This design comes from an exercise in tuning for small area, a short achievable clock period and few clock cycles per item on the open sky130 flow, not from production work.
At most, simulation tests tie the RTL to the original design; equivalence was not proved.
The RTL of run 3 was laid out without a check of its function.

==> flow/design.v <==
`timescale 1 ns / 1 ps
module ModMult(input             clk,
               input      [14:0] A,
               input      [13:0] B,
               input      [13:0] q,
               input      [8:0]  KP1,
               output reg [13:0] C);
wire [7:0] k   = q[13:6];
reg [14:0] a_r;
reg [13:0] b_r;
always @(posedge clk) begin a_r <= A; b_r <= B; end
wire [28:0] ps1 = ({29{b_r[0]}} & ({14'd0, a_r} << 0)) ^ ({29{b_r[1]}} & ({14'd0, a_r} << 1)) ^ ({29{b_r[2]}} & ({14'd0, a_r} << 2));
wire [28:0] pc2 = {((({29{b_r[0]}} & ({14'd0, a_r} << 0)) & ({29{b_r[1]}} & ({14'd0, a_r} << 1))) | (({29{b_r[0]}} & ({14'd0, a_r} << 0)) & ({29{b_r[2]}} & ({14'd0, a_r} << 2))) | (({29{b_r[1]}} & ({14'd0, a_r} << 1)) & ({29{b_r[2]}} & ({14'd0, a_r} << 2)))), 1'b0};
wire [28:0] ps3 = ({29{b_r[3]}} & ({14'd0, a_r} << 3)) ^ ({29{b_r[4]}} & ({14'd0, a_r} << 4)) ^ ({29{b_r[5]}} & ({14'd0, a_r} << 5));
wire [28:0] pc4 = {((({29{b_r[3]}} & ({14'd0, a_r} << 3)) & ({29{b_r[4]}} & ({14'd0, a_r} << 4))) | (({29{b_r[3]}} & ({14'd0, a_r} << 3)) & ({29{b_r[5]}} & ({14'd0, a_r} << 5))) | (({29{b_r[4]}} & ({14'd0, a_r} << 4)) & ({29{b_r[5]}} & ({14'd0, a_r} << 5)))), 1'b0};
wire [28:0] ps5 = ({29{b_r[6]}} & ({14'd0, a_r} << 6)) ^ ({29{b_r[7]}} & ({14'd0, a_r} << 7)) ^ ({29{b_r[8]}} & ({14'd0, a_r} << 8));
wire [28:0] pc6 = {((({29{b_r[6]}} & ({14'd0, a_r} << 6)) & ({29{b_r[7]}} & ({14'd0, a_r} << 7))) | (({29{b_r[6]}} & ({14'd0, a_r} << 6)) & ({29{b_r[8]}} & ({14'd0, a_r} << 8))) | (({29{b_r[7]}} & ({14'd0, a_r} << 7)) & ({29{b_r[8]}} & ({14'd0, a_r} << 8)))), 1'b0};
wire [28:0] ps7 = ({29{b_r[9]}} & ({14'd0, a_r} << 9)) ^ ({29{b_r[10]}} & ({14'd0, a_r} << 10)) ^ ({29{b_r[11]}} & ({14'd0, a_r} << 11));
wire [28:0] pc8 = {((({29{b_r[9]}} & ({14'd0, a_r} << 9)) & ({29{b_r[10]}} & ({14'd0, a_r} << 10))) | (({29{b_r[9]}} & ({14'd0, a_r} << 9)) & ({29{b_r[11]}} & ({14'd0, a_r} << 11))) | (({29{b_r[10]}} & ({14'd0, a_r} << 10)) & ({29{b_r[11]}} & ({14'd0, a_r} << 11)))), 1'b0};
wire [28:0] ps9 = ps1 ^ pc2 ^ ps3;
wire [28:0] pc10 = {((ps1 & pc2) | (ps1 & ps3) | (pc2 & ps3)), 1'b0};
wire [28:0] ps11 = pc4 ^ ps5 ^ pc6;
wire [28:0] pc12 = {((pc4 & ps5) | (pc4 & pc6) | (ps5 & pc6)), 1'b0};
wire [28:0] ps13 = ps7 ^ pc8 ^ ({29{b_r[12]}} & ({14'd0, a_r} << 12));
wire [28:0] pc14 = {((ps7 & pc8) | (ps7 & ({29{b_r[12]}} & ({14'd0, a_r} << 12))) | (pc8 & ({29{b_r[12]}} & ({14'd0, a_r} << 12)))), 1'b0};
wire [28:0] ps15 = ps9 ^ pc10 ^ ps11;
wire [28:0] pc16 = {((ps9 & pc10) | (ps9 & ps11) | (pc10 & ps11)), 1'b0};
wire [28:0] ps17 = pc12 ^ ps13 ^ pc14;
wire [28:0] pc18 = {((pc12 & ps13) | (pc12 & pc14) | (ps13 & pc14)), 1'b0};
wire [28:0] ps19 = ps15 ^ pc16 ^ ps17;
wire [28:0] pc20 = {((ps15 & pc16) | (ps15 & ps17) | (pc16 & ps17)), 1'b0};
wire [28:0] ps21 = ps19 ^ pc20 ^ pc18;
wire [28:0] pc22 = {((ps19 & pc20) | (ps19 & pc18) | (pc20 & pc18)), 1'b0};
wire [28:0] ps23 = ps21 ^ pc22 ^ ({29{b_r[13]}} & ({14'd0, a_r} << 13));
wire [28:0] pc24 = {((ps21 & pc22) | (ps21 & ({29{b_r[13]}} & ({14'd0, a_r} << 13))) | (pc22 & ({29{b_r[13]}} & ({14'd0, a_r} << 13)))), 1'b0};
reg [28:0] s0_r, c0_r;
always @(posedge clk) begin s0_r <= ps23; c0_r <= pc24; end
wire [6:0] lo25 = {1'b0, s0_r[5:0]} + {1'b0, c0_r[5:0]};
wire [23:0] r0s26 = {1'd0, s0_r[28:6]} ^ {1'd0, c0_r[28:6]} ^ {15'd0, KP1};
wire [23:0] r0c27 = {(({1'd0, s0_r[28:6]} & {1'd0, c0_r[28:6]}) | ({1'd0, s0_r[28:6]} & {15'd0, KP1}) | ({1'd0, c0_r[28:6]} & {15'd0, KP1})), 1'b0};
wire [23:0] r0s28 = {23'd0, lo25[6]} ^ ({24{~lo25[0]}} & ({16'd0, k} << 0)) ^ ({24{~lo25[1]}} & ({16'd0, k} << 1));
wire [23:0] r0c29 = {(({23'd0, lo25[6]} & ({24{~lo25[0]}} & ({16'd0, k} << 0))) | ({23'd0, lo25[6]} & ({24{~lo25[1]}} & ({16'd0, k} << 1))) | (({24{~lo25[0]}} & ({16'd0, k} << 0)) & ({24{~lo25[1]}} & ({16'd0, k} << 1)))), 1'b0};
wire [23:0] r0s30 = ({24{~lo25[2]}} & ({16'd0, k} << 2)) ^ ({24{~lo25[3]}} & ({16'd0, k} << 3)) ^ ({24{~lo25[4]}} & ({16'd0, k} << 4));
wire [23:0] r0c31 = {((({24{~lo25[2]}} & ({16'd0, k} << 2)) & ({24{~lo25[3]}} & ({16'd0, k} << 3))) | (({24{~lo25[2]}} & ({16'd0, k} << 2)) & ({24{~lo25[4]}} & ({16'd0, k} << 4))) | (({24{~lo25[3]}} & ({16'd0, k} << 3)) & ({24{~lo25[4]}} & ({16'd0, k} << 4)))), 1'b0};
wire [23:0] r0s32 = r0s26 ^ r0c27 ^ r0s28;
wire [23:0] r0c33 = {((r0s26 & r0c27) | (r0s26 & r0s28) | (r0c27 & r0s28)), 1'b0};
wire [23:0] r0s34 = r0c29 ^ r0s30 ^ r0c31;
wire [23:0] r0c35 = {((r0c29 & r0s30) | (r0c29 & r0c31) | (r0s30 & r0c31)), 1'b0};
wire [23:0] r0s36 = r0s32 ^ r0c33 ^ r0s34;
wire [23:0] r0c37 = {((r0s32 & r0c33) | (r0s32 & r0s34) | (r0c33 & r0s34)), 1'b0};
wire [23:0] r0s38 = r0s36 ^ r0c37 ^ r0c35;
wire [23:0] r0c39 = {((r0s36 & r0c37) | (r0s36 & r0c35) | (r0c37 & r0c35)), 1'b0};
wire [23:0] r0s40 = r0s38 ^ r0c39 ^ ({24{~lo25[5]}} & ({16'd0, k} << 5));
wire [23:0] r0c41 = {((r0s38 & r0c39) | (r0s38 & ({24{~lo25[5]}} & ({16'd0, k} << 5))) | (r0c39 & ({24{~lo25[5]}} & ({16'd0, k} << 5)))), 1'b0};
reg [23:0] s1_r, c1_r;
always @(posedge clk) begin s1_r <= r0s40; c1_r <= r0c41; end
wire [6:0] lo42 = {1'b0, s1_r[5:0]} + {1'b0, c1_r[5:0]};
wire [18:0] r1s43 = {1'd0, s1_r[23:6]} ^ {1'd0, c1_r[23:6]} ^ {10'd0, KP1};
wire [18:0] r1c44 = {(({1'd0, s1_r[23:6]} & {1'd0, c1_r[23:6]}) | ({1'd0, s1_r[23:6]} & {10'd0, KP1}) | ({1'd0, c1_r[23:6]} & {10'd0, KP1})), 1'b0};
wire [18:0] r1s45 = {18'd0, lo42[6]} ^ ({19{~lo42[0]}} & ({11'd0, k} << 0)) ^ ({19{~lo42[1]}} & ({11'd0, k} << 1));
wire [18:0] r1c46 = {(({18'd0, lo42[6]} & ({19{~lo42[0]}} & ({11'd0, k} << 0))) | ({18'd0, lo42[6]} & ({19{~lo42[1]}} & ({11'd0, k} << 1))) | (({19{~lo42[0]}} & ({11'd0, k} << 0)) & ({19{~lo42[1]}} & ({11'd0, k} << 1)))), 1'b0};
wire [18:0] r1s47 = ({19{~lo42[2]}} & ({11'd0, k} << 2)) ^ ({19{~lo42[3]}} & ({11'd0, k} << 3)) ^ ({19{~lo42[4]}} & ({11'd0, k} << 4));
wire [18:0] r1c48 = {((({19{~lo42[2]}} & ({11'd0, k} << 2)) & ({19{~lo42[3]}} & ({11'd0, k} << 3))) | (({19{~lo42[2]}} & ({11'd0, k} << 2)) & ({19{~lo42[4]}} & ({11'd0, k} << 4))) | (({19{~lo42[3]}} & ({11'd0, k} << 3)) & ({19{~lo42[4]}} & ({11'd0, k} << 4)))), 1'b0};
wire [18:0] r1s49 = r1s43 ^ r1c44 ^ r1s45;
wire [18:0] r1c50 = {((r1s43 & r1c44) | (r1s43 & r1s45) | (r1c44 & r1s45)), 1'b0};
wire [18:0] r1s51 = r1c46 ^ r1s47 ^ r1c48;
wire [18:0] r1c52 = {((r1c46 & r1s47) | (r1c46 & r1c48) | (r1s47 & r1c48)), 1'b0};
wire [18:0] r1s53 = r1s49 ^ r1c50 ^ r1s51;
wire [18:0] r1c54 = {((r1s49 & r1c50) | (r1s49 & r1s51) | (r1c50 & r1s51)), 1'b0};
wire [18:0] r1s55 = r1s53 ^ r1c54 ^ r1c52;
wire [18:0] r1c56 = {((r1s53 & r1c54) | (r1s53 & r1c52) | (r1c54 & r1c52)), 1'b0};
wire [18:0] r1s57 = r1s55 ^ r1c56 ^ ({19{~lo42[5]}} & ({11'd0, k} << 5));
wire [18:0] r1c58 = {((r1s55 & r1c56) | (r1s55 & ({19{~lo42[5]}} & ({11'd0, k} << 5))) | (r1c56 & ({19{~lo42[5]}} & ({11'd0, k} << 5)))), 1'b0};
reg [18:0] s2_r, c2_r;
always @(posedge clk) begin s2_r <= r1s57; c2_r <= r1c58; end
wire [6:0] lo59 = {1'b0, s2_r[5:0]} + {1'b0, c2_r[5:0]};
wire [14:0] r2s60 = {2'd0, s2_r[18:6]} ^ {2'd0, c2_r[18:6]} ^ {6'd0, KP1};
wire [14:0] r2c61 = {(({2'd0, s2_r[18:6]} & {2'd0, c2_r[18:6]}) | ({2'd0, s2_r[18:6]} & {6'd0, KP1}) | ({2'd0, c2_r[18:6]} & {6'd0, KP1})), 1'b0};
wire [14:0] r2s62 = {14'd0, lo59[6]} ^ ({15{~lo59[0]}} & ({7'd0, k} << 0)) ^ ({15{~lo59[1]}} & ({7'd0, k} << 1));
wire [14:0] r2c63 = {(({14'd0, lo59[6]} & ({15{~lo59[0]}} & ({7'd0, k} << 0))) | ({14'd0, lo59[6]} & ({15{~lo59[1]}} & ({7'd0, k} << 1))) | (({15{~lo59[0]}} & ({7'd0, k} << 0)) & ({15{~lo59[1]}} & ({7'd0, k} << 1)))), 1'b0};
wire [14:0] r2s64 = ({15{~lo59[2]}} & ({7'd0, k} << 2)) ^ ({15{~lo59[3]}} & ({7'd0, k} << 3)) ^ ({15{~lo59[4]}} & ({7'd0, k} << 4));
wire [14:0] r2c65 = {((({15{~lo59[2]}} & ({7'd0, k} << 2)) & ({15{~lo59[3]}} & ({7'd0, k} << 3))) | (({15{~lo59[2]}} & ({7'd0, k} << 2)) & ({15{~lo59[4]}} & ({7'd0, k} << 4))) | (({15{~lo59[3]}} & ({7'd0, k} << 3)) & ({15{~lo59[4]}} & ({7'd0, k} << 4)))), 1'b0};
wire [14:0] r2s66 = r2s60 ^ r2c61 ^ r2s62;
wire [14:0] r2c67 = {((r2s60 & r2c61) | (r2s60 & r2s62) | (r2c61 & r2s62)), 1'b0};
wire [14:0] r2s68 = r2c63 ^ r2s64 ^ r2c65;
wire [14:0] r2c69 = {((r2c63 & r2s64) | (r2c63 & r2c65) | (r2s64 & r2c65)), 1'b0};
wire [14:0] r2s70 = r2s66 ^ r2c67 ^ r2s68;
wire [14:0] r2c71 = {((r2s66 & r2c67) | (r2s66 & r2s68) | (r2c67 & r2s68)), 1'b0};
wire [14:0] r2s72 = r2s70 ^ r2c71 ^ r2c69;
wire [14:0] r2c73 = {((r2s70 & r2c71) | (r2s70 & r2c69) | (r2c71 & r2c69)), 1'b0};
wire [14:0] r2s74 = r2s72 ^ r2c73 ^ ({15{~lo59[5]}} & ({7'd0, k} << 5));
wire [14:0] r2c75 = {((r2s72 & r2c73) | (r2s72 & ({15{~lo59[5]}} & ({7'd0, k} << 5))) | (r2c73 & ({15{~lo59[5]}} & ({7'd0, k} << 5)))), 1'b0};
reg [14:0] s3_r, c3_r;
always @(posedge clk) begin s3_r <= r2s74; c3_r <= r2c75; end
wire [15:0] fx = {1'b0, s3_r} + {1'b0, c3_r};
wire [15:0] fy = {1'b0, s3_r} + {1'b0, c3_r} - {2'b00, q};
always @(posedge clk) C <= fy[15] ? fx[13:0] : fy[13:0];
endmodule
`timescale 1 ns / 1 ps
module NTTN   (input                           clk,reset,
               input                           load_w,
               input                           load_data,
               input                           start,
               input                           start_intt,
               input [14-1:0]      din,
               output reg                      done,
               output reg [14-1:0] dout
               );
localparam P    = 6;             
localparam OFF2 = 2;             
localparam L2   = (P > 4) ? P : 4;
localparam OFF3 = OFF2 + L2 + 1;
localparam L3   = (P > 2) ? P : 2;
localparam OFF4 = OFF3 + L3 + 1;
localparam OUT0 = OFF4 + 1 + P + 1;    
localparam S_IDLE = 2'd0, S_LW = 2'd1, S_LD = 2'd2, S_RUN = 2'd3;
reg [1:0] state, nstate;
reg [6:0] c, cn;
reg       dir;           
always @(*) begin
    nstate = state;
    cn     = c + 1;
    case (state)
    S_IDLE: begin
        cn = 0;
        if (load_w)                  nstate = S_LW;
        else if (load_data)          nstate = S_LD;
        else if (start | start_intt) nstate = S_RUN;
    end
    S_LW:    if (c == 63)        begin nstate = S_IDLE; cn = 0; end
    S_LD:    if (c == 31)        begin nstate = S_IDLE; cn = 0; end
    default: if (c == OUT0 + 30) begin nstate = S_IDLE; cn = 0; end
    endcase
end
wire       runn = (nstate == S_RUN);
wire [6:0] k2n = cn - OFF2, k3n = cn - OFF3, k4n = cn - OFF4;
wire [6:0] e1n = cn - 1, e2n = cn - (OFF2 + L2), e3n = cn - (OFF3 + L3);
wire [6:0] e4n = cn - (OFF4 + 1 + P);
wire [6:0] u3n = cn - P;
reg bf0, a01, b1v, sec2, sec3, sec4, os1, os2, os3, os4, p3a, ld_sh, lw_sh, pre, qld, nld;
always @(posedge clk or posedge reset) begin
    if (reset) begin
        state <= S_IDLE;
        c     <= 0;
        dir   <= 0;
        done  <= 0;
        {bf0, a01, b1v, sec2, sec3, sec4, os1, os2, os3, os4, p3a, ld_sh, lw_sh, pre, qld, nld} <= 0;
    end else begin
        state <= nstate;
        c     <= cn;
        if (state == S_IDLE && (start | start_intt)) dir <= start_intt & ~start;
        done  <= runn && (cn == OUT0 - 1);
        bf0   <= runn && (cn < 16);
        a01   <= cn < 8;
        b1v   <= runn && (e1n < 32) && !e1n[3];
        sec2  <= runn && (k2n < 32) && k2n[2];
        sec3  <= runn && (k3n < 32) && k3n[1];
        sec4  <= k4n[0];
        os1   <= e1n[3];
        os2   <= e2n[2];
        os3   <= e3n[1];
        os4   <= e4n[0];
        p3a   <= !(u3n < 16);
        ld_sh <= (nstate == S_LD) || runn;
        lw_sh <= (nstate == S_LW) && (cn < 62);
        pre   <= (nstate == S_LW) && (cn == 63);
        qld   <= (nstate == S_LW) && (cn == 62);
        nld   <= (nstate == S_LW) && (cn == 63);
    end
end
reg [13:0] q, ninv;
reg [8:0]  kp1;          
always @(posedge clk) begin
    if (qld) q    <= din;
    if (qld) kp1  <= {1'b0, din[13:6]} + 9'd1;
    if (nld) ninv <= din;
end
function [13:0] madd;
    input [13:0] a, b, m;
    reg   [14:0] s;
    reg   [15:0] t;
    begin
        s    = a + b;
        t    = {2'b00, a} + {2'b00, b} - {2'b00, m};
        madd = t[15] ? s[13:0] : t[13:0];
    end
endfunction
reg  [13:0] TW [0:61];
wire [3:0]  rot = {sec3, sec2, b1v, bf0};
function integer rbase; input integer i; begin
    rbase = (i < 16) ? 0 : (i < 24) ? 16 : (i < 28) ? 24 : (i < 30) ? 28 : 30;
end endfunction
function integer rlen; input integer i; begin
    rlen = (i < 16) ? 16 : (i < 24) ? 8 : (i < 28) ? 4 : (i < 30) ? 2 : 1;
end endfunction
function integer rstage; input integer i; begin
    rstage = (i < 16) ? 0 : (i < 24) ? 1 : (i < 28) ? 2 : (i < 30) ? 3 : 4;
end endfunction
genvar gi;
generate
    for (gi = 0; gi < 62; gi = gi + 1) begin: TWR
        localparam integer LI  = (gi < 31) ? gi : gi - 31;
        localparam integer OFS = (gi < 31) ? 0 : 31;
        localparam integer B   = rbase(LI) + OFS;
        localparam integer L   = rlen(LI);
        localparam integer S   = rstage(LI);
        always @(posedge clk) begin
            if (lw_sh)
                TW[gi] <= (gi == 61) ? din : TW[(gi == 61) ? 61 : gi + 1];
            else if (S < 4 && rot[(S < 4) ? S : 0])
                TW[gi] <= (gi == B + L - 1) ? TW[B] : TW[(gi == 61) ? 61 : gi + 1];
        end
    end
endgenerate
wire [13:0] w0 = dir ? TW[31] : TW[0];
wire [13:0] w1 = dir ? TW[47] : TW[16];
wire [13:0] w2 = dir ? TW[55] : TW[24];
wire [13:0] w3 = dir ? TW[59] : TW[28];
reg  [13:0] SR [0:31];
reg  [13:0] bA, bB, y1;
reg  [13:0] pd1 [0:((P < 8) ? 8 - P : 1) - 1];
reg  [P-1:0] ins0;
wire [13:0] pA, pB;
wire [14:0] d0   = {1'b0, SR[31]} + {1'b0, q} - {1'b0, SR[15]};
wire [13:0] s1   = madd(bA, bB, q);
wire [14:0] d1   = {1'b0, bA} + {1'b0, q} - {1'b0, bB};
wire [14:0] d3;
wire [13:0] y2, y3;
ModMult mmA(clk, bf0 ? d0 : d3, bf0 ? w0 : w3, q, kp1, pA);
ModMult mmB(clk, b1v ? d1 : d3, b1v ? w1 : w3, q, kp1, pB);
always @(posedge clk or posedge reset) begin
    if (reset) ins0 <= 0;
    else       ins0 <= {ins0[P-2:0], bf0};
end
integer i;
always @(posedge clk) begin
    if (ld_sh) begin
        SR[0] <= din;
        for (i = 1; i < 32; i = i + 1)
            SR[i] <= (i == 16 + P && ins0[P-1]) ? pA : SR[i-1];
    end
    bA <= a01 ? madd(SR[31], SR[15], q) : SR[31];
    bB <= a01 ? madd(SR[23], SR[7],  q) : SR[23];
    pd1[0] <= pB;
    for (i = 1; i < 8 - P; i = i + 1) pd1[i] <= pd1[i-1];
    y1 <= os1 ? ((P < 8) ? pd1[(P < 8) ? 7 - P : 0] : pB) : s1;
end
wire [14:0] d2;
wire [13:0] p2;
ModMult mm2(clk, d2, w2, q, kp1, p2);
SdfStage #(.D(4), .P(P)) st2(clk, sec2, os2, q, y1, d2, p2, y2);
SdfStage #(.D(2), .P(P)) st3(clk, sec3, os3, q, y2, d3, p3a ? pA : pB, y3);
reg  [13:0] f4;
reg  [14:0] dr4;
reg  [13:0] w4i;
wire [13:0] s4   = madd(f4, y3, q);
wire [14:0] s4r  = {1'b0, f4} + {1'b0, y3};
wire [14:0] d4   = {1'b0, f4} + {1'b0, q} - {1'b0, y3};
wire [14:0] a4   = pre ? {1'b0, din} : sec4 ? s4r : dr4;
wire [13:0] b4   = pre ? TW[61] : sec4 ? ninv : (dir ? w4i : TW[30]);
wire [13:0] p4;
reg  [13:0] sd4 [0:P-1];
reg  [P-1:0] pre_d;
ModMult mm4(clk, a4, b4, q, kp1, p4);
always @(posedge clk or posedge reset) begin
    if (reset) pre_d <= 0;
    else       pre_d <= {pre_d[P-2:0], pre};
end
always @(posedge clk) begin
    f4     <= y3;
    dr4    <= d4;
    sd4[0] <= s4;
    for (i = 1; i < P; i = i + 1) sd4[i] <= sd4[i-1];
    if (pre_d[P-1]) w4i <= p4;
    dout   <= (os4 | dir) ? p4 : sd4[P-1];
end
endmodule
module SdfStage #(parameter D = 8, P = 5)
                (input             clk, SEC, OSEL,
                 input      [13:0] q,
                 input      [13:0] IN,
                 output     [14:0] DIF,
                 input      [13:0] PROD,
                 output reg [13:0] OUT);
localparam L = (D > P) ? D : P;
reg  [13:0] F [0:D-1];
reg  [13:0] sdl [0:((L > D) ? L - D : 1) - 1];
reg  [P-1:0] insd;
wire [14:0] s  = {1'b0, F[D-1]} + {1'b0, IN};
wire [15:0] st = {2'b00, F[D-1]} + {2'b00, IN} - {2'b00, q};
wire [13:0] sum = st[15] ? s[13:0] : st[13:0];
assign DIF = {1'b0, F[D-1]} + {1'b0, q} - {1'b0, IN};
always @(posedge clk) insd <= {insd[P-2:0], SEC};
integer i;
always @(posedge clk) begin
    F[0] <= IN;
    for (i = 1; i < D; i = i + 1)
        F[i] <= (P < D && i == P && insd[P-1]) ? PROD : F[i-1];
    sdl[0] <= sum;
    for (i = 1; i < L - D; i = i + 1) sdl[i] <= sdl[i-1];
    if (~OSEL)
        OUT <= (L > D) ? sdl[(L > D) ? L - D - 1 : 0] : sum;
    else
        OUT <= (P < D) ? F[D-1] : PROD;
end
endmodule
==> flow/run.sh <==
#!/bin/bash
# synth_recipe.tcl (not shown) runs the flow's synth.tcl, then flattens the netlist and writes it again
# the make line also repeats each setting of config.mk as NAME=value (left out here)
make -C /OpenROAD-flow-scripts/flow DESIGN_CONFIG=/design/flow/config.mk WORK_HOME=/design/flow/orfs CLKGATE_MAP_FILE= SYNTH_SCRIPT=/design/flow/synth_recipe.tcl finish
==> flow/config.mk <==
export PLATFORM = sky130hd
export DESIGN_NAME = NTTN
export DESIGN_NICKNAME = NTTN
export VERILOG_FILES = /design/flow/design.v
export SDC_FILE = /design/flow/constraint.sdc
export NUM_CORES = 4
export LEC_CHECK = 0
export CAP_MARGIN = 20
export CORE_MARGIN = 2
export CORE_UTILIZATION = 40
export SLEW_MARGIN = 20
==> flow/constraint.sdc <==
create_clock -name core_clock -period 10.0 [get_ports {clk}]
set_input_delay 2.0000 -clock core_clock [delete_from_list [all_inputs] [get_ports {clk}]]
set_output_delay 2.0000 -clock core_clock [all_outputs]
set_load 0.01 [all_outputs]
==> results.txt, run 1 <==
- Status: no timing/DRC/antenna violations
- First-pass GRT wire length: between 500000 and 600000 µm
- Initial Util: between 40% and 50%
- FF-to-FF Start: q[1]
- Initial antenna violation count: 42
- Top FF cell, synth: edfxtp_1
- Final #Nets: 13627
- Hold Crit Depth: 0
- Ports: 35
- CTS resizes: 0
- Root Driver: clkbuf_16
- Fin crit share: ~51%
- Avg Cell Area, Syn: ~13 µm²
- Vias: approximately 80000
- Leading post-synthesis cells by cell area: edfxtp_1 29%, fa_1 21%, dfxtp_1 17%
- EDFF count, synth: about 1400
- Met2 wire len: 156900 µm
- Final Skew: around 76 ps
- Setup crit start kind: flop
- Synth unique cells: slightly below 90
- Core area: approximately 350000 µm²
- Post-synthesis instance total: about 11000
- Min-Delay Endpoint: sd4[2][4]
- WP data arrival: about 5800 ps
- FF+latch count, synth: 2584
- Worst-margin pin slew: ~1200 ps
- Register Area: around 66000 µm²
- CTS max path bufs: 4
- Area of the multi-input gates: 66740 µm²
- Total grt overflow: 0
- Layout cells sized above 1: approximately 7.7%
- Critical path required time: between 10000 and 15000 ps
- Row cnt: between 200 and 250
- H-tree Lvls: 5
- CTS tree: done
- Post-Layout Cell Count: 15795
- Worst R2R Setup Slack: about 4900 ps
- Hold WC Path Type: reg -> reg
- Die Area: 355000 µm²
- Top Layer Used: met5
- Wire length per cell: around 22 µm
- Post-cts hold buffer count: 0
- WL met3: around 19000 µm
- Slew margin rel.: 17.22%
- Yosys top cell by area: edfxtp_1
- DRC Markers: 0
- Setup TNS: 0 ps
- Number of iterations in the first detailed-routing pass: 6
- Setup-failing EPs final: 0
- Largest net degree at the start of global routing: roughly 190
- Final Hold Viols: 0
- Reg-to-reg endpoint: sd4[0][4]
- RSZ-0062 raised after global routing: no
- Die span in x: 595.8 µm
- Crit. End Element: flop
- Post-route ant nets: 0
- Hold Startpoint: sd4[1][4]
- Seq/Total Area, Yosys: 46.82%
- Share of the synthesized area in the top cell type: just under 30%
- Gp weighted congestion: roughly 0.92
- Count leader, synth: inv_1
- Dpl hpwl: between 200000 and 300000 µm
- CP Class: reg -> reg
- Worst skew pair latency: 880 ps
- Vias in the first global route: about 83000
- Fillers: around 31000
- Number of port buffers: 34
- Fraction of registers with async set/reset: 1.393%
- Gr usage total: about 20%
- Fmax: 195.3 MHz
- WL final: roughly 350000 µm
- Mapped cell area: around 140000 µm²
- Die Y-Extent: 595.8 µm
- Max Slew Vio Count: 0
- TritonCTS Buffers: between 200 and 300
- Net Count, Synth: ~14000
- Cell count of the worst reg-to-reg path: 13
- Clock sinks: 2584
- YS warnings: 12
- Min Tclk post-route: around 5000 ps
- Post-synth top cells: 1773 x inv_1, 1486 x fa_1, 1367 x edfxtp_1
- Max FO, Critical Path: 22
- DRT met1 WL: 162000 µm
- Area Overhead vs Synth: 10.74%
- Clk slew on worst S/H paths: 60 ps
- Via density: around 4.9
- Inst Count DP: about 15000
- Drt first-iter violations: roughly 5800
- Post-CTS setup buffers: 0
- Max cap viols: 0
layout make-up:
type | count | area share [%]
antenna | 16 | 0.02581
clock buffer | 375 | 5.092
clock inverter | 131 | 0.9146
inverter | 1773 | 4.290
multi-input combinational | 6200 | 43.02
sequential | 2584 | 42.30
tap | 4599 | 3.709
timing repair buffer | 117 | 0.6533
cell usage in the layout, fill, tap and decap left out, types with 206 or more instances in the layout:
master	n
inv_1	1764
edfxtp_1	1367
mux2_2	238
nand2_1	495
nor2_1	593
clkbuf_16	293
xnor2_1	206
ha_1	1163
fa_1	1486
and2_1	582
a21oi_1	240
dfxtp_1	1181
layer usage:
layer,global-route usage [%],vias up
met5,0,-
met4,8.353,4
met3,2.799,556
met2,30.77,2064
met1,28.66,40198
li1,-,35357
per-stage QoR:
step	hold slack (ps)	util (%)	setup WS [ps]	instance area [µm²]
global route	299.3	44.46	4713	155100
floorplan	309.6	-	2169	140100
finish	292.1	44.46	4880	155100
global placement	309.6	41.78	5103	145800
CTS	289.3	44.45	4950	155100
detailed placement	312.1	41.78	4972	145800
registers in the layout, indices dropped and copies added (netlist names), 28 cells and up:
signal / cells
mm4.s0_r: 28
st3.F: 28
TW: 868
mm2.s0_r: 28
mmB.s0_r: 28
st2.sdl: 28
pd1: 28
SR: 448
st3.sdl: 56
mmA.s0_r: 28
sd4: 84
st2.F: 56
logic make-up after synthesis:
group	Yosys count	share of synthesized area [%]
AO/OA/AOI/OAI	766	3.602
flip-flops	2584	46.82
multiplexers	362	3.103
buffers and inverters	2057	5.553
XOR/XNOR	290	1.818
AND/OR/NAND/NOR	2133	7.479
adder cells (fa/ha/maj)	2649	31.62
worst max-delay path by stage:
| stage | from | slack, ps | cells after the start | endpoint |
|---|---|---|---|---|
| finish | q[1] | 4880 | 13 | sd4[0][4] |
| global route | q[1] | 4710 | 13 | sd4[0][4] |
| CTS | q[1] | 4950 | 13 | sd4[0][12] |
| detailed placement | q[1] | 4970 | 13 | sd4[0][12] |
| global placement | q[1] | 5100 | 13 | sd4[0][4] |
| floorplan | lw_sh | 2170 | 4 | TW[0][0] |
worst max-delay path, stage by stage, from the launching register on:
cell and delay, ps:
edfxtp_1 480, buf_4 280, inv_1 180, buf_4 500, fa_1 600, inv_1 110, ha_1 250, a211oi_1 350
o211ai_1 200, a41oi_1 350, o21ai_1 160, a31o_2 300, a21oi_2 710, mux2_2 420
Testbench counts, summed over its fixed seeds: cycles 5,696, transforms 64.
==> run 2: changes to the inputs <==
--- a/flow/config.mk
+++ b/flow/config.mk
@@ -8,4 +8,5 @@
 export CAP_MARGIN = 20
 export CORE_MARGIN = 2
 export CORE_UTILIZATION = 40
+export SETUP_SLACK_MARGIN = 5
 export SLEW_MARGIN = 20
==> results.txt, run 2 <==
- Row cnt: 217 (unchanged)
- CTS max path bufs: 4 (unchanged)
- EDFF count, synth: 1367 (unchanged)
- Area Overhead vs Synth: 10.84% (was 10.74%)
- Wire length per cell: 22.10 µm (was 22.45 µm)
- Dpl hpwl: 263500 µm (was 270300 µm)
- Core area: 348900 µm² (unchanged)
- Count leader, synth: inv_1 (unchanged)
- Commonest non-fill, non-tap cells in the layout: 1764 x inv_1, 1486 x fa_1, 1367 x edfxtp_1 (unchanged)
- Max Slew Vio Count: 0 (unchanged)
- Fraction of registers with async set/reset: 1.393% (unchanged)
- Crit-path slowest cell: edfxtp_1 (was a21oi_2)
- Crit. End Element: flop (unchanged)
- Setup TNS: 0 ps (unchanged)
- Initial Util: 40.15% (unchanged)
- Setup-failing EPs final: 0 (unchanged)
- Fin crit share: 49.92% (was 51.20%)
- CP delay by family, top: compound AO/OA/AOI/OAI gates (unchanged)
- Clk slew on worst S/H paths: 60 ps (about the same)
- WP data arrival: 5650 ps (was 5840 ps)
- Post-synthesis instance total: 10841 (unchanged)
- Synth unique cells: 89 (unchanged)
- RSZ-0062 raised after global routing: no (unchanged)
- Via density: 4.961 (was 4.950)
- Share of the synthesized area in the top cell type: 29.30% (unchanged)
- Top Registers: TW: 868 flops, SR: 448 flops, sd4: 84 flops (unchanged)
- Final Hold Viols: 0 (unchanged)
- Avg Cell Area, Syn: 12.92 µm² (unchanged)
- H-tree Lvls: 5 (unchanged)
- Slew margin rel.: 5.948% (was 17.22%)
- Largest net degree at the start of global routing: 203 (was 185)
- DRC Markers: 0 (unchanged)
- Total grt overflow: 0 (unchanged)
- Ports: 35 (unchanged)
- Vias in the first global route: 82786 (was 82791)
- Die Y-Extent: 595.8 µm (unchanged)
- First-pass GRT wire length: 525200 µm (was 531500 µm)
- Worst skew pair latency: 880 ps (about the same)
- Post-route ant nets: 0 (unchanged)
- Post-cts hold buffer count: 0 (unchanged)
- Number of port buffers: 34 (unchanged)
- Top FF cell, synth: edfxtp_1 (unchanged)
- Number of iterations in the first detailed-routing pass: 6 (unchanged)
- Layout cells sized above 1: 7.809% (was 7.737%)
- Worst-margin pin slew: 1411 ps (was 1226 ps)
- Max cap viols: 0 (unchanged)
- Initial antenna violation count: 46 (was 42)
- Fmax: 200.3 MHz (was 195.3 MHz)
- Gp weighted congestion: 0.9074 (was 0.9173)
- Net Count, Synth: 13510 (unchanged)
- Mapped cell area: 140100 µm² (unchanged)
- Hold WC Path Type: reg -> reg (unchanged)
- Max FO, Critical Path: 10 (was 22)
- Setup crit start kind: flop (unchanged)
- Reg with most FFs: TW (unchanged)
- Critical path required time: 10660 ps (was 10720 ps)
- WL final: 349000 µm (was 354600 µm)
- Crit-path most repeated cell: inv_1
- Clock sinks: 2584 (unchanged)
- Max reg flops: 868 (unchanged)
- Root Driver: clkbuf_16 (unchanged)
- Status: no timing/DRC/antenna violations (unchanged)
- TritonCTS Buffers: 283 (was 282)
- Seq/Total Area, Yosys: 46.82% (unchanged)
- Final Skew: 90.23 ps (was 76.03 ps)
- YS warnings: 12 (unchanged)
- Post-synth top cells: 1773 x inv_1, 1486 x fa_1, 1367 x edfxtp_1 (unchanged)
- CP Class: reg -> reg (unchanged)
- Slowest Stage Delay on Critical Path: 1020 ps (was 710 ps)
- Leading post-synthesis cells by cell area: edfxtp_1 29%, fa_1 21%, dfxtp_1 17% (unchanged)
- Gr usage total: 19.74% (was 20.09%)
- Most common cell after layout, fill and taps aside: inv_1 (unchanged)
- Yosys top cell by area: edfxtp_1 (unchanged)
- Final #Nets: 13623 (was 13627)
- Vias: 78355 (was 78179)
- FF+latch count, synth: 2584 (unchanged)
- Ordered list of cells on the worst path: inv_1 > buf_4 > fa_1 > inv_1 > ha_1 > o21a_1 > o21ai_1 > a2111oi_0 > nor3_1 > o41ai_1 > xor2_1 > mux2i_1 (was buf_4 > inv_1 > buf_4 > fa_1 > inv_1 > ha_1 > a211oi_1 > o211ai_1 > a41oi_1 > o21ai_1 > a31o_2 > a21oi_2 > mux2_2)
- Min Tclk post-route: 4992 ps (was 5120 ps)
- CTS tree: done (unchanged)
- Drt first-iter violations: 5659 (was 5818)
- Die span in x: 595.8 µm (unchanged)
- WP buf/inv: 3 (was 4)
- Die Area: 355000 µm² (unchanged)
run 2: cell counts after synthesis:
Identical to the previous run, type by type.
run 2: kinds of logic after synthesis:
family,synth area share [%]
adder cells (fa/ha/maj),31.62
flip-flops,46.82
AND/OR/NAND/NOR,7.479
buffers and inverters,5.553
AO/OA/AOI/OAI,3.602
multiplexers,3.103
XOR/XNOR,1.818
run 2: per-stage QoR:
| step | hold slack (ps) | util, % | std cells | instance area (µm²) | worst slack, ps |
|---|---|---|---|---|---|
| floorplan | 309.6 | - | 10841 | 140100 | 5035 |
| global placement | 309.6 | 41.77 | 15264 | 145700 | 4483 |
| global route | 301.2 | 44.50 | 15781 | 155200 | 5016 |
| finish | 298.0 | 44.50 | 15793 | 155300 | 5008 |
| CTS | 295.4 | 44.48 | 15777 | 155200 | 5042 |
| detailed placement | 312.1 | 41.77 | 15265 | 145700 | 4524 |
run 2: metal layers:
metal	GRT usage [%]	wire length (µm)
met1	28.44	161700
met2	30.48	155500
met3	2.482	17560
met4	7.416	14240
met5	0	41
run 2: layout make-up:
type / count / area, µm²
fill: 31342 / 193600
multi-input combinational: 6201 / 66760
sequential: 2584 / 65610
clock buffer: 362 / 7820
inverter: 1773 / 6658
tap: 4599 / 5754
clock inverter: 149 / 1623
timing repair buffer: 111 / 1001
antenna: 14 / 35.03
run 2: worst paths after layout:
check                          startpoint             end  slack (ps)  depth (start not counted)
hold / removal             st3.sdl[1][11]  st3.sdl[2][11]         300                          0
max in group asynchronous           reset           ld_sh        7750                          3
hold reg to reg            st3.sdl[1][11]  st3.sdl[2][11]         300                          0
setup reg to reg                     q[2]     mmB.a_r[14]        5010                         12
min in group asynchronous           reset        pre_d[5]        1730                          3
setup / recovery                     q[2]     mmB.a_r[14]        5010                         12
run 2: worst reg2reg max path, cell delays in order (launching register included):
cell	delay, ps
edfxtp_1	1020
inv_1	220
buf_4	360
fa_1	490
inv_1	60
ha_1	180
o21a_1	160
o21ai_1	130
a2111oi_0	860
nor3_1	180
o41ai_1	450
xor2_1	490
mux2i_1	220
run 2: repair_timing:
item / in CTS / in global routing
gates cloned: 0 / 1
endpoints found under the setup margin: 32 / 16
pin swaps: 0 / 1
endpoints found under the hold margin: 0 / 0
setup buffers: 1 / 0
gates resized for setup: 3 / 1
==> run 3: changes to the inputs <==
--- a/flow/design.v
+++ b/flow/design.v
@@ -1,28 +1,33 @@
 `timescale 1 ns / 1 ps
-module ModMult(input             clk,
+module ModMult #(parameter RV = 0)
+              (input             clk, reset,
                input      [14:0] A,
                input      [13:0] B,
                input      [13:0] q,
-               input      [8:0]  KP1,
+               input             QLD,       
+               input      [13:0] DIN,
                output reg [13:0] C);
-wire [7:0] k   = q[13:6];
+reg  [7:0] k;
+reg  [8:0] KP1;
+always @(posedge clk or posedge reset)
+    if (reset)    begin k <= RV; KP1 <= RV; end
+    else if (QLD) begin k <= DIN[13:6]; KP1 <= {1'b0, DIN[13:6]} + 9'd1; end
 reg [14:0] a_r;
-reg [13:0] b_r;
-always @(posedge clk) begin a_r <= A; b_r <= B; end
-wire [28:0] ps1 = ({29{b_r[0]}} & ({14'd0, a_r} << 0)) ^ ({29{b_r[1]}} & ({14'd0, a_r} << 1)) ^ ({29{b_r[2]}} & ({14'd0, a_r} << 2));
-wire [28:0] pc2 = {((({29{b_r[0]}} & ({14'd0, a_r} << 0)) & ({29{b_r[1]}} & ({14'd0, a_r} << 1))) | (({29{b_r[0]}} & ({14'd0, a_r} << 0)) & ({29{b_r[2]}} & ({14'd0, a_r} << 2))) | (({29{b_r[1]}} & ({14'd0, a_r} << 1)) & ({29{b_r[2]}} & ({14'd0, a_r} << 2)))), 1'b0};
-wire [28:0] ps3 = ({29{b_r[3]}} & ({14'd0, a_r} << 3)) ^ ({29{b_r[4]}} & ({14'd0, a_r} << 4)) ^ ({29{b_r[5]}} & ({14'd0, a_r} << 5));
-wire [28:0] pc4 = {((({29{b_r[3]}} & ({14'd0, a_r} << 3)) & ({29{b_r[4]}} & ({14'd0, a_r} << 4))) | (({29{b_r[3]}} & ({14'd0, a_r} << 3)) & ({29{b_r[5]}} & ({14'd0, a_r} << 5))) | (({29{b_r[4]}} & ({14'd0, a_r} << 4)) & ({29{b_r[5]}} & ({14'd0, a_r} << 5)))), 1'b0};
-wire [28:0] ps5 = ({29{b_r[6]}} & ({14'd0, a_r} << 6)) ^ ({29{b_r[7]}} & ({14'd0, a_r} << 7)) ^ ({29{b_r[8]}} & ({14'd0, a_r} << 8));
-wire [28:0] pc6 = {((({29{b_r[6]}} & ({14'd0, a_r} << 6)) & ({29{b_r[7]}} & ({14'd0, a_r} << 7))) | (({29{b_r[6]}} & ({14'd0, a_r} << 6)) & ({29{b_r[8]}} & ({14'd0, a_r} << 8))) | (({29{b_r[7]}} & ({14'd0, a_r} << 7)) & ({29{b_r[8]}} & ({14'd0, a_r} << 8)))), 1'b0};
-wire [28:0] ps7 = ({29{b_r[9]}} & ({14'd0, a_r} << 9)) ^ ({29{b_r[10]}} & ({14'd0, a_r} << 10)) ^ ({29{b_r[11]}} & ({14'd0, a_r} << 11));
-wire [28:0] pc8 = {((({29{b_r[9]}} & ({14'd0, a_r} << 9)) & ({29{b_r[10]}} & ({14'd0, a_r} << 10))) | (({29{b_r[9]}} & ({14'd0, a_r} << 9)) & ({29{b_r[11]}} & ({14'd0, a_r} << 11))) | (({29{b_r[10]}} & ({14'd0, a_r} << 10)) & ({29{b_r[11]}} & ({14'd0, a_r} << 11)))), 1'b0};
+always @(posedge clk) a_r <= A;
+wire [28:0] ps1 = ({29{B[0]}} & ({14'd0, a_r} << 0)) ^ ({29{B[1]}} & ({14'd0, a_r} << 1)) ^ ({29{B[2]}} & ({14'd0, a_r} << 2));
+wire [28:0] pc2 = {((({29{B[0]}} & ({14'd0, a_r} << 0)) & ({29{B[1]}} & ({14'd0, a_r} << 1))) | (({29{B[0]}} & ({14'd0, a_r} << 0)) & ({29{B[2]}} & ({14'd0, a_r} << 2))) | (({29{B[1]}} & ({14'd0, a_r} << 1)) & ({29{B[2]}} & ({14'd0, a_r} << 2)))), 1'b0};
+wire [28:0] ps3 = ({29{B[3]}} & ({14'd0, a_r} << 3)) ^ ({29{B[4]}} & ({14'd0, a_r} << 4)) ^ ({29{B[5]}} & ({14'd0, a_r} << 5));
+wire [28:0] pc4 = {((({29{B[3]}} & ({14'd0, a_r} << 3)) & ({29{B[4]}} & ({14'd0, a_r} << 4))) | (({29{B[3]}} & ({14'd0, a_r} << 3)) & ({29{B[5]}} & ({14'd0, a_r} << 5))) | (({29{B[4]}} & ({14'd0, a_r} << 4)) & ({29{B[5]}} & ({14'd0, a_r} << 5)))), 1'b0};
+wire [28:0] ps5 = ({29{B[6]}} & ({14'd0, a_r} << 6)) ^ ({29{B[7]}} & ({14'd0, a_r} << 7)) ^ ({29{B[8]}} & ({14'd0, a_r} << 8));
+wire [28:0] pc6 = {((({29{B[6]}} & ({14'd0, a_r} << 6)) & ({29{B[7]}} & ({14'd0, a_r} << 7))) | (({29{B[6]}} & ({14'd0, a_r} << 6)) & ({29{B[8]}} & ({14'd0, a_r} << 8))) | (({29{B[7]}} & ({14'd0, a_r} << 7)) & ({29{B[8]}} & ({14'd0, a_r} << 8)))), 1'b0};
+wire [28:0] ps7 = ({29{B[9]}} & ({14'd0, a_r} << 9)) ^ ({29{B[10]}} & ({14'd0, a_r} << 10)) ^ ({29{B[11]}} & ({14'd0, a_r} << 11));
+wire [28:0] pc8 = {((({29{B[9]}} & ({14'd0, a_r} << 9)) & ({29{B[10]}} & ({14'd0, a_r} << 10))) | (({29{B[9]}} & ({14'd0, a_r} << 9)) & ({29{B[11]}} & ({14'd0, a_r} << 11))) | (({29{B[10]}} & ({14'd0, a_r} << 10)) & ({29{B[11]}} & ({14'd0, a_r} << 11)))), 1'b0};
 wire [28:0] ps9 = ps1 ^ pc2 ^ ps3;
 wire [28:0] pc10 = {((ps1 & pc2) | (ps1 & ps3) | (pc2 & ps3)), 1'b0};
 wire [28:0] ps11 = pc4 ^ ps5 ^ pc6;
 wire [28:0] pc12 = {((pc4 & ps5) | (pc4 & pc6) | (ps5 & pc6)), 1'b0};
-wire [28:0] ps13 = ps7 ^ pc8 ^ ({29{b_r[12]}} & ({14'd0, a_r} << 12));
-wire [28:0] pc14 = {((ps7 & pc8) | (ps7 & ({29{b_r[12]}} & ({14'd0, a_r} << 12))) | (pc8 & ({29{b_r[12]}} & ({14'd0, a_r} << 12)))), 1'b0};
+wire [28:0] ps13 = ps7 ^ pc8 ^ ({29{B[12]}} & ({14'd0, a_r} << 12));
+wire [28:0] pc14 = {((ps7 & pc8) | (ps7 & ({29{B[12]}} & ({14'd0, a_r} << 12))) | (pc8 & ({29{B[12]}} & ({14'd0, a_r} << 12)))), 1'b0};
 wire [28:0] ps15 = ps9 ^ pc10 ^ ps11;
 wire [28:0] pc16 = {((ps9 & pc10) | (ps9 & ps11) | (pc10 & ps11)), 1'b0};
 wire [28:0] ps17 = pc12 ^ ps13 ^ pc14;
@@ -31,8 +36,8 @@
 wire [28:0] pc20 = {((ps15 & pc16) | (ps15 & ps17) | (pc16 & ps17)), 1'b0};
 wire [28:0] ps21 = ps19 ^ pc20 ^ pc18;
 wire [28:0] pc22 = {((ps19 & pc20) | (ps19 & pc18) | (pc20 & pc18)), 1'b0};
-wire [28:0] ps23 = ps21 ^ pc22 ^ ({29{b_r[13]}} & ({14'd0, a_r} << 13));
-wire [28:0] pc24 = {((ps21 & pc22) | (ps21 & ({29{b_r[13]}} & ({14'd0, a_r} << 13))) | (pc22 & ({29{b_r[13]}} & ({14'd0, a_r} << 13)))), 1'b0};
+wire [28:0] ps23 = ps21 ^ pc22 ^ ({29{B[13]}} & ({14'd0, a_r} << 13));
+wire [28:0] pc24 = {((ps21 & pc22) | (ps21 & ({29{B[13]}} & ({14'd0, a_r} << 13))) | (pc22 & ({29{B[13]}} & ({14'd0, a_r} << 13)))), 1'b0};
 reg [28:0] s0_r, c0_r;
 always @(posedge clk) begin s0_r <= ps23; c0_r <= pc24; end
 wire [6:0] lo25 = {1'b0, s0_r[5:0]} + {1'b0, c0_r[5:0]};
@@ -169,19 +174,20 @@
     end
 end
 reg [13:0] q, ninv;
-reg [8:0]  kp1;          
+reg [15:0] nq;           
 always @(posedge clk) begin
     if (qld) q    <= din;
-    if (qld) kp1  <= {1'b0, din[13:6]} + 9'd1;
+    if (qld) nq   <= -{2'b00, din};
     if (nld) ninv <= din;
 end
-function [13:0] madd;
-    input [13:0] a, b, m;
+function [13:0] madd;        
+    input [13:0] a, b;
+    input [15:0] m;
     reg   [14:0] s;
     reg   [15:0] t;
     begin
         s    = a + b;
-        t    = {2'b00, a} + {2'b00, b} - {2'b00, m};
+        t    = {2'b00, a} + {2'b00, b} + m;
         madd = t[15] ? s[13:0] : t[13:0];
     end
 endfunction
@@ -212,22 +218,24 @@
         end
     end
 endgenerate
-wire [13:0] w0 = dir ? TW[31] : TW[0];
-wire [13:0] w1 = dir ? TW[47] : TW[16];
-wire [13:0] w2 = dir ? TW[55] : TW[24];
-wire [13:0] w3 = dir ? TW[59] : TW[28];
+wire [13:0] w0 = dir ? TW[46] : TW[15];
+wire [13:0] w1 = dir ? TW[54] : TW[23];
+wire [13:0] w2 = dir ? TW[58] : TW[27];
+wire [13:0] w3 = dir ? TW[60] : TW[29];
 reg  [13:0] SR [0:31];
 reg  [13:0] bA, bB, y1;
 reg  [13:0] pd1 [0:((P < 8) ? 8 - P : 1) - 1];
 reg  [P-1:0] ins0;
+wire        bf0_d = ins0[0];
+reg         b1v_d;
 wire [13:0] pA, pB;
 wire [14:0] d0   = {1'b0, SR[31]} + {1'b0, q} - {1'b0, SR[15]};
-wire [13:0] s1   = madd(bA, bB, q);
+wire [13:0] s1   = madd(bA, bB, nq);
 wire [14:0] d1   = {1'b0, bA} + {1'b0, q} - {1'b0, bB};
 wire [14:0] d3;
 wire [13:0] y2, y3;
-ModMult mmA(clk, bf0 ? d0 : d3, bf0 ? w0 : w3, q, kp1, pA);
-ModMult mmB(clk, b1v ? d1 : d3, b1v ? w1 : w3, q, kp1, pB);
+ModMult #(.RV(1)) mmA(clk, reset, bf0 ? d0 : d3, bf0_d ? w0 : w3, q, qld, din, pA);
+ModMult #(.RV(2)) mmB(clk, reset, b1v ? d1 : d3, b1v_d ? w1 : w3, q, qld, din, pB);
 always @(posedge clk or posedge reset) begin
     if (reset) ins0 <= 0;
     else       ins0 <= {ins0[P-2:0], bf0};
@@ -239,35 +247,38 @@
         for (i = 1; i < 32; i = i + 1)
             SR[i] <= (i == 16 + P && ins0[P-1]) ? pA : SR[i-1];
     end
-    bA <= a01 ? madd(SR[31], SR[15], q) : SR[31];
-    bB <= a01 ? madd(SR[23], SR[7],  q) : SR[23];
+    b1v_d <= b1v;
+    bA <= a01 ? madd(SR[31], SR[15], nq) : SR[31];
+    bB <= a01 ? madd(SR[23], SR[7],  nq) : SR[23];
     pd1[0] <= pB;
     for (i = 1; i < 8 - P; i = i + 1) pd1[i] <= pd1[i-1];
     y1 <= os1 ? ((P < 8) ? pd1[(P < 8) ? 7 - P : 0] : pB) : s1;
 end
 wire [14:0] d2;
 wire [13:0] p2;
-ModMult mm2(clk, d2, w2, q, kp1, p2);
-SdfStage #(.D(4), .P(P)) st2(clk, sec2, os2, q, y1, d2, p2, y2);
-SdfStage #(.D(2), .P(P)) st3(clk, sec3, os3, q, y2, d3, p3a ? pA : pB, y3);
+ModMult #(.RV(3)) mm2(clk, reset, d2, w2, q, qld, din, p2);
+SdfStage #(.D(4), .P(P)) st2(clk, sec2, os2, q, nq, y1, d2, p2, y2);
+SdfStage #(.D(2), .P(P)) st3(clk, sec3, os3, q, nq, y2, d3, p3a ? pA : pB, y3);
 reg  [13:0] f4;
 reg  [14:0] dr4;
 reg  [13:0] w4i;
-wire [13:0] s4   = madd(f4, y3, q);
+wire [13:0] s4   = madd(f4, y3, nq);
 wire [14:0] s4r  = {1'b0, f4} + {1'b0, y3};
 wire [14:0] d4   = {1'b0, f4} + {1'b0, q} - {1'b0, y3};
 wire [14:0] a4   = pre ? {1'b0, din} : sec4 ? s4r : dr4;
-wire [13:0] b4   = pre ? TW[61] : sec4 ? ninv : (dir ? w4i : TW[30]);
+wire [13:0] b4   = pre_d[0] ? TW[61] : sec4_d ? ninv : (dir ? w4i : TW[30]);
 wire [13:0] p4;
 reg  [13:0] sd4 [0:P-1];
 reg  [P-1:0] pre_d;
-ModMult mm4(clk, a4, b4, q, kp1, p4);
+reg         sec4_d;
+ModMult #(.RV(4)) mm4(clk, reset, a4, b4, q, qld, din, p4);
 always @(posedge clk or posedge reset) begin
     if (reset) pre_d <= 0;
     else       pre_d <= {pre_d[P-2:0], pre};
 end
 always @(posedge clk) begin
     f4     <= y3;
+    sec4_d <= sec4;
     dr4    <= d4;
     sd4[0] <= s4;
     for (i = 1; i < P; i = i + 1) sd4[i] <= sd4[i-1];
@@ -278,6 +289,7 @@
 module SdfStage #(parameter D = 8, P = 5)
                 (input             clk, SEC, OSEL,
                  input      [13:0] q,
+                 input      [15:0] nq,      
                  input      [13:0] IN,
                  output     [14:0] DIF,
                  input      [13:0] PROD,
@@ -287,7 +299,7 @@
 reg  [13:0] sdl [0:((L > D) ? L - D : 1) - 1];
 reg  [P-1:0] insd;
 wire [14:0] s  = {1'b0, F[D-1]} + {1'b0, IN};
-wire [15:0] st = {2'b00, F[D-1]} + {2'b00, IN} - {2'b00, q};
+wire [15:0] st = {2'b00, F[D-1]} + {2'b00, IN} + nq;
 wire [13:0] sum = st[15] ? s[13:0] : st[13:0];
 assign DIF = {1'b0, F[D-1]} + {1'b0, q} - {1'b0, IN};
 always @(posedge clk) insd <= {insd[P-2:0], SEC};
==> results.txt, run 3 <==
- Reg with most FFs: TW (unchanged)
- Post-layout util: 45.15% (was 44.50%)
- Status: no timing/DRC/antenna violations (unchanged)
- Crit-path most repeated cell: buf_12 (was inv_1)
- DRC Markers: 0 (unchanged)
- Core area: 346700 µm² (was 348900 µm²)
- Die Y-Extent: 594.5 µm (was 595.8 µm)
- Final #Nets: 13618 (was 13623)
- Row cnt: 216 (was 217)
- Final Skew: 48.76 ps (was 90.23 ps)
- Mapped cell area: 139500 µm² (was 140100 µm²)
- Vias in the first global route: 83455 (was 82786)
- Yosys top cell by area: edfxtp_1 (unchanged)
- Leading post-synthesis cells by cell area: edfxtp_1 30%, fa_1 21%, dfxtp_1 16% (was edfxtp_1 29%, fa_1 21%, dfxtp_1 17%)
- Most common cell after layout, fill and taps aside: inv_1 (unchanged)
- Total grt overflow: 0 (unchanged)
- Crit-path slowest cell: fa_2 (was edfxtp_1)
- Top FF cell, synth: edfxtp_1 (unchanged)
- Seq/Total Area, Yosys: 46.80% (was 46.82%)
- Met2 usage: 31.44% (was 30.48%)
- Via density: 4.964 (was 4.961)
- Final Hold Viols: 0 (unchanged)
- Vias: 78317 (was 78355)
- CTS max path bufs: 4 (unchanged)
- Synth Area in XOR/XNOR: 1.858% (was 1.818%)
- Setup crit start kind: flop (unchanged)
- TritonCTS Buffers: 277 (was 283)
- WP data arrival: 5770 ps (was 5650 ps)
- CP Class: reg -> reg (unchanged)
- Clk slew on worst S/H paths: 60 ps (about the same)
- Post-route ant nets: 0 (unchanged)
- Worst skew pair latency: 850 ps (was 880 ps)
- Reg-to-reg endpoint: mmA.s0_r[15] (was mmB.a_r[14])
- FF-to-FF Start: dir (was q[2])
- FF+latch count, synth: 2559 (was 2584)
- RSZ-0062 raised after global routing: yes (was no)
- Inst Count DP: 15111 (was 15265)
- Final WS setup: 4969 ps (was 5008 ps)
- Fillers: 30990 (was 31342)
- Grt peak-use layer: met2 (unchanged)
- Pre-CTS setup slack: 4102 ps (was 4524 ps)
- Drt first-iter violations: 5608 (was 5659)
- Multiplexer share of the synthesized area: 3.017% (was 3.103%)
- Max cap viols: 0 (unchanged)
- Die Area: 353500 µm² (was 355000 µm²)
- H-tree Lvls: 5 (unchanged)
- Fraction of registers with async set/reset: 2.306% (was 1.393%)
- Met3 GRT Util: 2.851% (was 2.482%)
- Ordered list of cells on the worst path: buf_12 > buf_16 > buf_12 > buf_12 > mux4_2 > buf_12 > buf_12 > nand2_4 > fa_2 > inv_2 > fa_2 > fa_1 > inv_1 > fa_2 > fa_2 > fa_1 > inv_1 (was inv_1 > buf_4 > fa_1 > inv_1 > ha_1 > o21a_1 > o21ai_1 > a2111oi_0 > nor3_1 > o41ai_1 > xor2_1 > mux2i_1)
- Post-synthesis instance total: 10648 (was 10841)
- CP Depth: 17 (was 12)
- CP delay by family, top: adder cells (was compound AO/OA/AOI/OAI gates)
- First-pass GRT wire length: 515500 µm (was 525200 µm)
- Commonest non-fill, non-tap cells in the layout: 1559 x inv_1, 1461 x fa_1, 1373 x edfxtp_1 (was 1764 x inv_1, 1486 x fa_1, 1367 x edfxtp_1)
- WL final: 342300 µm (was 349000 µm)
- Worst setup path start: dir (was q[2])
- Number of port buffers: 34 (unchanged)
- Gp weighted congestion: 0.9016 (was 0.9074)
- CTS tree: done (unchanged)
- Compound-cell area share of the yosys netlist: 3.371% (was 3.602%)
- YS warnings: 15 (was 12)
- Register Area: 65310 µm² (was 65610 µm²)
- Worst R2R Setup Slack: 4970 ps (was 5010 ps)
- Hold WC Path Type: reg -> reg (unchanged)
- Max FO, Critical Path: 8 (was 10)
- Max Slew Vio Count: 0 (unchanged)
- Min Tclk post-route: 5031 ps (was 4992 ps)
- Cell count of the worst reg-to-reg path: 17 (was 12)
- GRT met1 Usage: 26.41% (was 28.44%)
- Synth unique cells: 86 (was 89)
- Critical path required time: 10740 ps (was 10660 ps)
- Wire length per cell: 21.70 µm (was 22.10 µm)
- Clock sinks: 2559 (was 2584)
- Gr usage total: 19.34% (was 19.74%)
- Worst-margin pin slew: 1191 ps (was 1411 ps)
- Post-cts hold buffer count: 0 (unchanged)
- Die span in x: 594.5 µm (was 595.8 µm)
- Slew margin rel.: 20.51% (was 5.948%)
- Net Count, Synth: 13320 (was 13510)
- Max reg flops: 868 (unchanged)
- Top Registers: TW: 868 flops, SR: 448 flops, sd4: 84 flops (unchanged)
- Largest family of logic cells by synthesized area: adder cells (unchanged)
- Post-Layout Cell Count: 15778 (was 15793)
- Avg Cell Area, Syn: 13.10 µm² (was 12.92 µm²)
- Dpl hpwl: 253600 µm (was 263500 µm)
- Crit. End Element: flop (unchanged)
- Initial Util: 40.23% (was 40.15%)
- Simple-Gate Fraction of Synth Area: 8.181% (was 7.479%)
- Fin crit share: 50.31% (was 49.92%)
- Post-synth top cells: 1573 x inv_1, 1490 x fa_1, 1373 x edfxtp_1 (was 1773 x inv_1, 1486 x fa_1, 1367 x edfxtp_1)
- Hold Crit Depth: 0 (unchanged)
- WP buf/inv: 9 (was 3)
- Number of iterations in the first detailed-routing pass: 5 (was 6)
- Post-synthesis adder-cell area fraction: 31.81% (was 31.62%)
- Initial antenna violation count: 36 (was 46)
- Area Overhead vs Synth: 12.24% (was 10.84%)
- Fmax: 198.8 MHz (was 200.3 MHz)
- EDFF count, synth: 1373 (was 1367)
- Area of the multi-input gates: 67760 µm² (was 66760 µm²)
- Setup-failing EPs final: 0 (unchanged)
- Root Driver: clkbuf_16 (unchanged)
- Ports: 35 (unchanged)
- Largest net degree at the start of global routing: 203 (unchanged)
- Share of the synthesized area in the top cell type: 29.56% (was 29.30%)
- Count leader, synth: inv_1 (unchanged)
- Slowest Stage Delay on Critical Path: 540 ps (was 1020 ps)
- Critical path endpoint: mmA.s0_r[15] (was mmB.a_r[14])
- Setup TNS: 0 ps (unchanged)
- Layout cells sized above 1: 9.779% (was 7.809%)
## run 3: timing repair
action                     CTS  global route
cloned                       6             4
setup endpoints to repair  162            85
resized for setup           60            83
setup buffers               79            45
pin swaps                   42            68
## run 3: how the worst min path moves through the flow
stage                  start       endpoint  slack (ps)
3_5_place_dp      pd1[0][12]     pd1[1][12]         310
6_report           pd1[0][9]      pd1[1][9]         320
3_3_place_gp     st3.F[0][8]    st3.F[1][8]         310
5_1_grt        st3.sdl[0][0]  st3.sdl[1][0]         320
4_1_cts        st3.sdl[1][3]  st3.sdl[2][3]         320
2_1_floorplan      pd1[0][0]      pd1[1][0]         310
## run 3: stage by stage
| stage | area (µm²) | hold slack (ps) |
|---|---|---|
| 2_1_floorplan | 139500 | 309.6 |
| 3_3_place_gp | 145500 | 309.8 |
| 3_5_place_dp | 145500 | 312.1 |
| 4_1_cts | 155800 | 320.5 |
| 5_1_grt | 156500 | 323.7 |
| 6_report | 156600 | 320.7 |
## run 3: final cells by class
type | instances | share of cell area [%]
inverter | 1575 | 3.779
clock buffer | 352 | 4.816
sequential | 2559 | 41.72
multi-input combinational | 6259 | 43.28
antenna | 43 | 0.06873
clock inverter | 138 | 1.008
tap | 4578 | 3.659
timing repair buffer | 274 | 1.667
## run 3: kinds of logic (layout without fill, tap and decap cells)
group                    Yosys count  after routing
AND/OR/NAND/NOR                 2222           2222
flip-flops                      2559           2559
buffers and inverters           1835           2339
other                              0             43
AO/OA/AOI/OAI                    734            734
adder cells (fa/ha/maj)         2652           2652
multiplexers                     351            355
XOR/XNOR                         295            296
## run 3: routing by layer
layer  share of wire [%]  vias to the layer above
met4                 3.6                        0
met2                  47                     1893
li1                    -                    35381
met3                 5.4                      487
met1                  44                    40556
met5                   0                        -

==> what the ideal ports hide <==
The results above use ideal ports. As a check the final layouts listed here were re-extracted and re-timed, cells and wires unchanged. Step 1 (the two cells are an assumption about what drives the block):
set clk [get_ports {clk}]
set_driving_cell -lib_cell sky130_fd_sc_hd__clkbuf_16 $clk
set_driving_cell -lib_cell sky130_fd_sc_hd__buf_2 [delete_from_list [all_inputs] $clk]
Step 2 adds t to the input delays and takes it off the output delays; t is the mean of the earliest and latest rising clock arrival at the registers after step 1. Input paths then give back, and output paths get back, about the clock's delay inside the block. Slacks: ideal ports / drivers / drivers and shift; pairs: ideal ports / drivers.
run	shift t [ns]	slack for setup (ns)	worst setup path after step 2	cell pins on the clock port's net
run 1	0.948	4.880 / 4.880 / 4.880	register to register	1
run 2	0.938	5.008 / 5.008 / 5.008	register to register	1
run 3	0.916	4.969 / 4.969 / 4.969	register to register	1
After both steps every run listed still meets setup and hold.
